Source: an optimization exercise on an open RTL-to-GDS flow (aim: small area and a short achievable clock period). Production flows keep margins and buffers that such runs may drop. The RTL of this run was laid out without a check of its function. Power and IR drop assume default switching activity.

--- design/flow/config.mk ---
export PLATFORM = sky130hd
export DESIGN_NAME = cordic
export DESIGN_NICKNAME = cordic
export VERILOG_FILES = /design/flow/design.v
export SDC_FILE = /design/flow/constraint.sdc
export NUM_CORES = 4
export LEC_CHECK = 0
export ABC_AREA = 1
export CAP_MARGIN = 20
export CORE_MARGIN = 2
export CORE_UTILIZATION = 60
export CTS_BUF_LIST = sky130_fd_sc_hd__clkbuf_8
export SETUP_SLACK_MARGIN = 0.5
export SLEW_MARGIN = 20
--- design/flow/constraint.sdc ---
create_clock -name core_clock -period 15.0 [get_ports {clock}]
set_input_delay 3.0000 -clock core_clock [delete_from_list [all_inputs] [get_ports {clock}]]
set_output_delay 3.0000 -clock core_clock [all_outputs]
set_load 0.01 [all_outputs]
--- design/flow/design.v ---
module cordic(CosX,SinX,theta,Sign,clock,reset);
	output [16:0] CosX,SinX;
	input  [15:0] theta;
	input  Sign,clock,reset;
	reg [15:0] X;
	reg [16:0] Y;
	reg [13:0] Z;
	reg        S1;             
	reg        zsr;            
	reg [3:0]  sh;             
	wire zs = zsr;
	wire last = (sh == 4'd14);
	wire [13:0] atan =
		(sh == 4'd1)  ? 14'd3593 : (sh == 4'd2)  ? 14'd1824 :
		(sh == 4'd3)  ? 14'd916  : (sh == 4'd4)  ? 14'd458  :
		(sh == 4'd5)  ? 14'd229  : (sh == 4'd6)  ? 14'd115  :
		(sh == 4'd7)  ? 14'd57   : (sh == 4'd8)  ? 14'd29   :
		(sh == 4'd9)  ? 14'd14   : (sh == 4'd10) ? 14'd7    :
		(sh == 4'd11) ? 14'd4    : (sh == 4'd12) ? 14'd2    :
		(sh == 4'd13) ? 14'd1    : 14'd0;
	wire first = (sh == 4'd0);
	wire [13:0] zop = first ? (S1 ? 14'd4720 : (zs ? -14'd4719 : 14'd14447)) : (atan ^ {14{~zs}});
	wire zci = ~first & ~zs;
	wire b = X[15];
	wire ysame = &(Y[15:0] ~^ {16{Y[16]}});      
	wire neg = last & (Y[16] ^ (ysame & b & (Y[16] ^ zs)));
	wire [16:0] yx = Y ^ {17{~zs}};
	wire [32:0] yext = {{17{yx[16]}}, yx[16:1]} >> sh;
	wire [15:0] yop = yext[15:0];
	wire [15:0] xx = X ^ {16{zs}};
	wire fillx = zs & ~neg;
	wire [32:0] xext = {{18{fillx}}, xx[15:1] ^ {neg, 14'd0}} >> sh;
	wire [16:0] xop = xext[16:0];
	wire [15:0] ylow = Y[15:0] & ~(16'hFFFE << sh);
	wire yc = Y[16] & (|ylow);
	wire cx = yc ^ ~zs;
	wire cy = zs;
	wire [16:0] ya = Y ^ {17{neg}};
	wire [15:0] SumX; addx ax(.a(X), .b(yop), .ci(cx), .s(SumX));
	wire [16:0] SumY; addy ay(.a(ya), .b(xop), .ci(cy), .s(SumY));
	wire [13:0] SumZ; addz az(.a(Z), .b(zop), .ci(zci), .s(SumZ));
	wire t45 = theta[13] & theta[11] & theta[10] & theta[8];
	always @(posedge clock)
		if (reset) begin
			sh <= 4'd0;
			X <= 16'h9B74;
			Y <= Sign ? 17'h1648C : 17'h09B74;
			Z <= theta[13:0] ^ {14{Sign}};
			S1 <= Sign;
			zsr <= ~Sign & ~t45;
		end else begin
			sh <= sh + 4'd1;
			X <= SumX;
			Y <= {SumY[16] | neg, SumY[15:0]};
			Z <= SumZ;
			S1 <= 1'b0;
			zsr <= SumZ[13];
		end
	assign CosX = {1'b0, X};
	assign SinX = Y;
endmodule
module addx(input [15:0] a, input [15:0] b, input ci, output [15:0] s);
  wire [15:0] p = a ^ b;
  wire [15:0] g = a & b;
  wire [16:0] c;
  assign c[0] = ci;
  assign c[1] = g[0] | (p[0] & c[0]);
  assign c[2] = g[1] | (p[1] & c[1]);
  assign c[3] = g[2] | (p[2] & c[2]);
  assign c[4] = g[3] | (p[3] & c[3]);
  assign c[5] = g[4] | (p[4] & c[4]);
  assign c[6] = g[5] | (p[5] & c[5]);
  assign c[7] = g[6] | (p[6] & c[6]);
  assign c[8] = g[7] | (p[7] & c[7]);
  assign c[9] = g[8] | (p[8] & c[8]);
  assign c[10] = g[9] | (p[9] & c[9]);
  assign c[11] = g[10] | (p[10] & c[10]);
  assign c[12] = g[11] | (p[11] & c[11]);
  assign c[13] = g[12] | (p[12] & c[12]);
  assign c[14] = g[13] | (p[13] & c[13]);
  assign c[15] = g[14] | (p[14] & c[14]);
  assign c[16] = g[15] | (p[15] & c[15]);
  assign s = p ^ c[15:0];
endmodule
module addy(input [16:0] a, input [16:0] b, input ci, output [16:0] s);
  wire [16:0] p = a ^ b;
  wire [16:0] g = a & b;
  wire [17:0] c;
  assign c[0] = ci;
  assign c[1] = g[0] | (p[0] & c[0]);
  assign c[2] = g[1] | (p[1] & c[1]);
  assign c[3] = g[2] | (p[2] & c[2]);
  assign c[4] = g[3] | (p[3] & c[3]);
  assign c[5] = g[4] | (p[4] & c[4]);
  assign c[6] = g[5] | (p[5] & c[5]);
  assign c[7] = g[6] | (p[6] & c[6]);
  assign c[8] = g[7] | (p[7] & c[7]);
  assign c[9] = g[8] | (p[8] & c[8]);
  assign c[10] = g[9] | (p[9] & c[9]);
  assign c[11] = g[10] | (p[10] & c[10]);
  assign c[12] = g[11] | (p[11] & c[11]);
  assign c[13] = g[12] | (p[12] & c[12]);
  assign c[14] = g[13] | (p[13] & c[13]);
  assign c[15] = g[14] | (p[14] & c[14]);
  assign c[16] = g[15] | (p[15] & c[15]);
  assign c[17] = g[16] | (p[16] & c[16]);
  assign s = p ^ c[16:0];
endmodule
module addz(input [13:0] a, input [13:0] b, input ci, output [13:0] s);
  wire [13:0] p = a ^ b;
  wire [13:0] g = a & b;
  wire [14:0] c;
  assign c[0] = ci;
  assign c[1] = g[0] | (p[0] & c[0]);
  assign c[2] = g[1] | (p[1] & c[1]);
  assign c[3] = g[2] | (p[2] & c[2]);
  assign c[4] = g[3] | (p[3] & c[3]);
  assign c[5] = g[4] | (p[4] & c[4]);
  assign c[6] = g[5] | (p[5] & c[5]);
  assign c[7] = g[6] | (p[6] & c[6]);
  assign c[8] = g[7] | (p[7] & c[7]);
  assign c[9] = g[8] | (p[8] & c[8]);
  assign c[10] = g[9] | (p[9] & c[9]);
  assign c[11] = g[10] | (p[10] & c[10]);
  assign c[12] = g[11] | (p[11] & c[11]);
  assign c[13] = g[12] | (p[12] & c[12]);
  assign c[14] = g[13] | (p[13] & c[13]);
  assign s = p ^ c[13:0];
endmodule
--- design/flow/flow/run.sh ---
#!/bin/bash
# The standard layout (standard.sh) with these changes:
# repair_timing aims for a setup margin of 10.9 ns, ports get buf_2
# buffers, and Yosys maps no full or half adder cells (ADDER_MAP_FILE is
# empty, so ABC maps the adders as plain logic).
# make's output goes to flow_make.log here; each ORFS step logs under orfs/logs.
set -euo pipefail

sed -e "s|SETUP_SLACK_MARGIN=[0-9.]*|SETUP_SLACK_MARGIN=10.9 'BUFFER_PORTS_ARGS=-buffer_cell sky130_fd_sc_hd__buf_2' ADDER_MAP_FILE=|" standard.sh > my_standard.sh
bash my_standard.sh > flow_make.log 2>&1
--- design/flow/standard.sh ---
#!/bin/bash
# synth_recipe.tcl (not shown) runs the flow's synth.tcl, then flattens the netlist and writes it again
# the make line also repeats each setting of config.mk as NAME=value (left out here)
make -C /OpenROAD-flow-scripts/flow DESIGN_CONFIG=/design/flow/config.mk WORK_HOME=/design/flow/orfs CLKGATE_MAP_FILE= SYNTH_SCRIPT=/design/flow/synth_recipe.tcl "${@:-finish}"
==> results by group <==
Outcome
  – Status: stopped before the end
  – Fail Step: 5_1_grt
  – Stop err: [ERROR GRT-0232] Routing congestion too high. Check the congestion heatmap in the GUI.

Clocking
  – Num CTS Buffers: 5
  – Clk buf depth: 2
  – Root buffer cell: clkbuf_8
  – CTS H-tree lvls: 2
  – CTS Hold Bufs: 0
  – Sink Count: 53

Die
  – Die extent in x: 99.89 µm
  – I/O pin cnt: 53
  – # rows: 34
  – Die H: 99.89 µm
  – Starting Density: 62.65%

Synth
  – Synthesis Warnings: 1
  – Syn_area_per_cell: 6.116 µm²
  – Cells after synthesis: 902
  – Post-Syn Nets: 921
  – Synthesized area: 5517 µm²
  – Count of flip-flops with a built-in enable after synthesis: 0
  – Flops & latches, synth: 53
  – Synth unique cells: 53
  – Seq/Total Area, Yosys: 19.23%
  – Post-synth top flop: dfxtp_1
  – Asr flop ratio synth: 0%

GRT
  – Total grt overflow: 14
  – Largest net degree at the start of global routing: 47
  – GRT Resource Usage Total: 74.02%

Placement
  – Placed Area: 5707 µm²
  – Port buffer count: 49
  – DP HPWL: 11820 µm
  – Routability-driven placement congestion ratio: 1.010

STA
  – Worst endpoint after global-route timing repair: Y[16]$_DFF_P_/D
  – WEP type: sequential cell input
## routing by layer
| metal | overflow | track usage (%) |
|---|---|---|
| met5 | 0 | 11.79 |
| met4 | 6 | 76.29 |
| met3 | 0 | 56.69 |
| met2 | 8 | 92.57 |
| met1 | 0 | 73.68 |
## Yosys cell counts (3+ instances only)
cell type / number / area share, %
nand2_1: 258 / 18
inv_1: 88 / 6.0
nand3_1: 63 / 5.7
nor2_1: 61 / 4.2
o21ai_0: 60 / 5.4
dfxtp_1: 53 / 19
xor2_1: 51 / 8.1
xnor2_1: 42 / 6.7
a21oi_1: 37 / 3.4
nand2_2: 24 / 2.7
clkbuf_1: 13 / 0.88
inv_2: 13 / 0.88
o211ai_1: 12 / 1.6
o21ai_1: 12 / 1.1
buf_4: 10 / 1.4
o221ai_1: 9 / 1.4
or2_1: 8 / 0.91
mux2i_1: 7 / 1.3
o22ai_1: 7 / 0.79
buf_2: 5 / 0.45
nand2_4: 5 / 1.0
nor3_1: 5 / 0.45
o2111ai_1: 5 / 0.79
buf_1: 4 / 0.27
buf_6: 4 / 0.82
nor2_2: 4 / 0.45
a211oi_1: 3 / 0.41
a21oi_2: 3 / 0.48
nand2b_1: 3 / 0.34
nor2_4: 3 / 0.61
## repair_timing
item,in CTS
pin swaps,62
setup endpoints to repair,34
endpoints found under the hold margin,0
setup buffers,123
gates resized for setup,155
gates cloned,9
## logic make-up after synthesis
group,count (synthesis),share of synthesized area [%]
AND/OR/NAND/NOR,445,35.45
flip-flops,53,19.23
multiplexers,7,1.270
other,1,0.06798
XOR/XNOR,93,14.77
buffers and inverters,142,11.59
AO/OA/AOI/OAI,161,17.62
## through the flow
step / hold WS, ns / total power [mW] / utilization (%) / cells / setup WS, ns
after CTS: 0.6638 / 2.130 / 85.25 / 1168 / 10.85
after detailed placement: 0.5534 / 1.505 / 64.81 / 1028 / 9.790
after global placement: 0.5307 / 1.467 / 64.81 / 1028 / 9.939
after floorplan: 0.6035 / 1.267 / - / 902 / 11.03
## how the worst max path moves through the flow
stage,start,endpoint,cells after the start
after floorplan,reset,zsr$_DFF_P_,6
after detailed placement,zsr$_DFF_P_,Y[16]$_DFF_P_,45
after CTS,zsr$_DFF_P_,X[15]$_SDFF_PP1_,41
after global placement,zsr$_DFF_P_,Y[16]$_DFF_P_,44
## power by group through the flow
stage	registers [mW]	clock network, mW	logic (mW)
CTS	0.304	0.107	1.72
detailed placement	0.299	0	1.21
global placement	0.297	0	1.17
floorplan	0.289	0	0.977
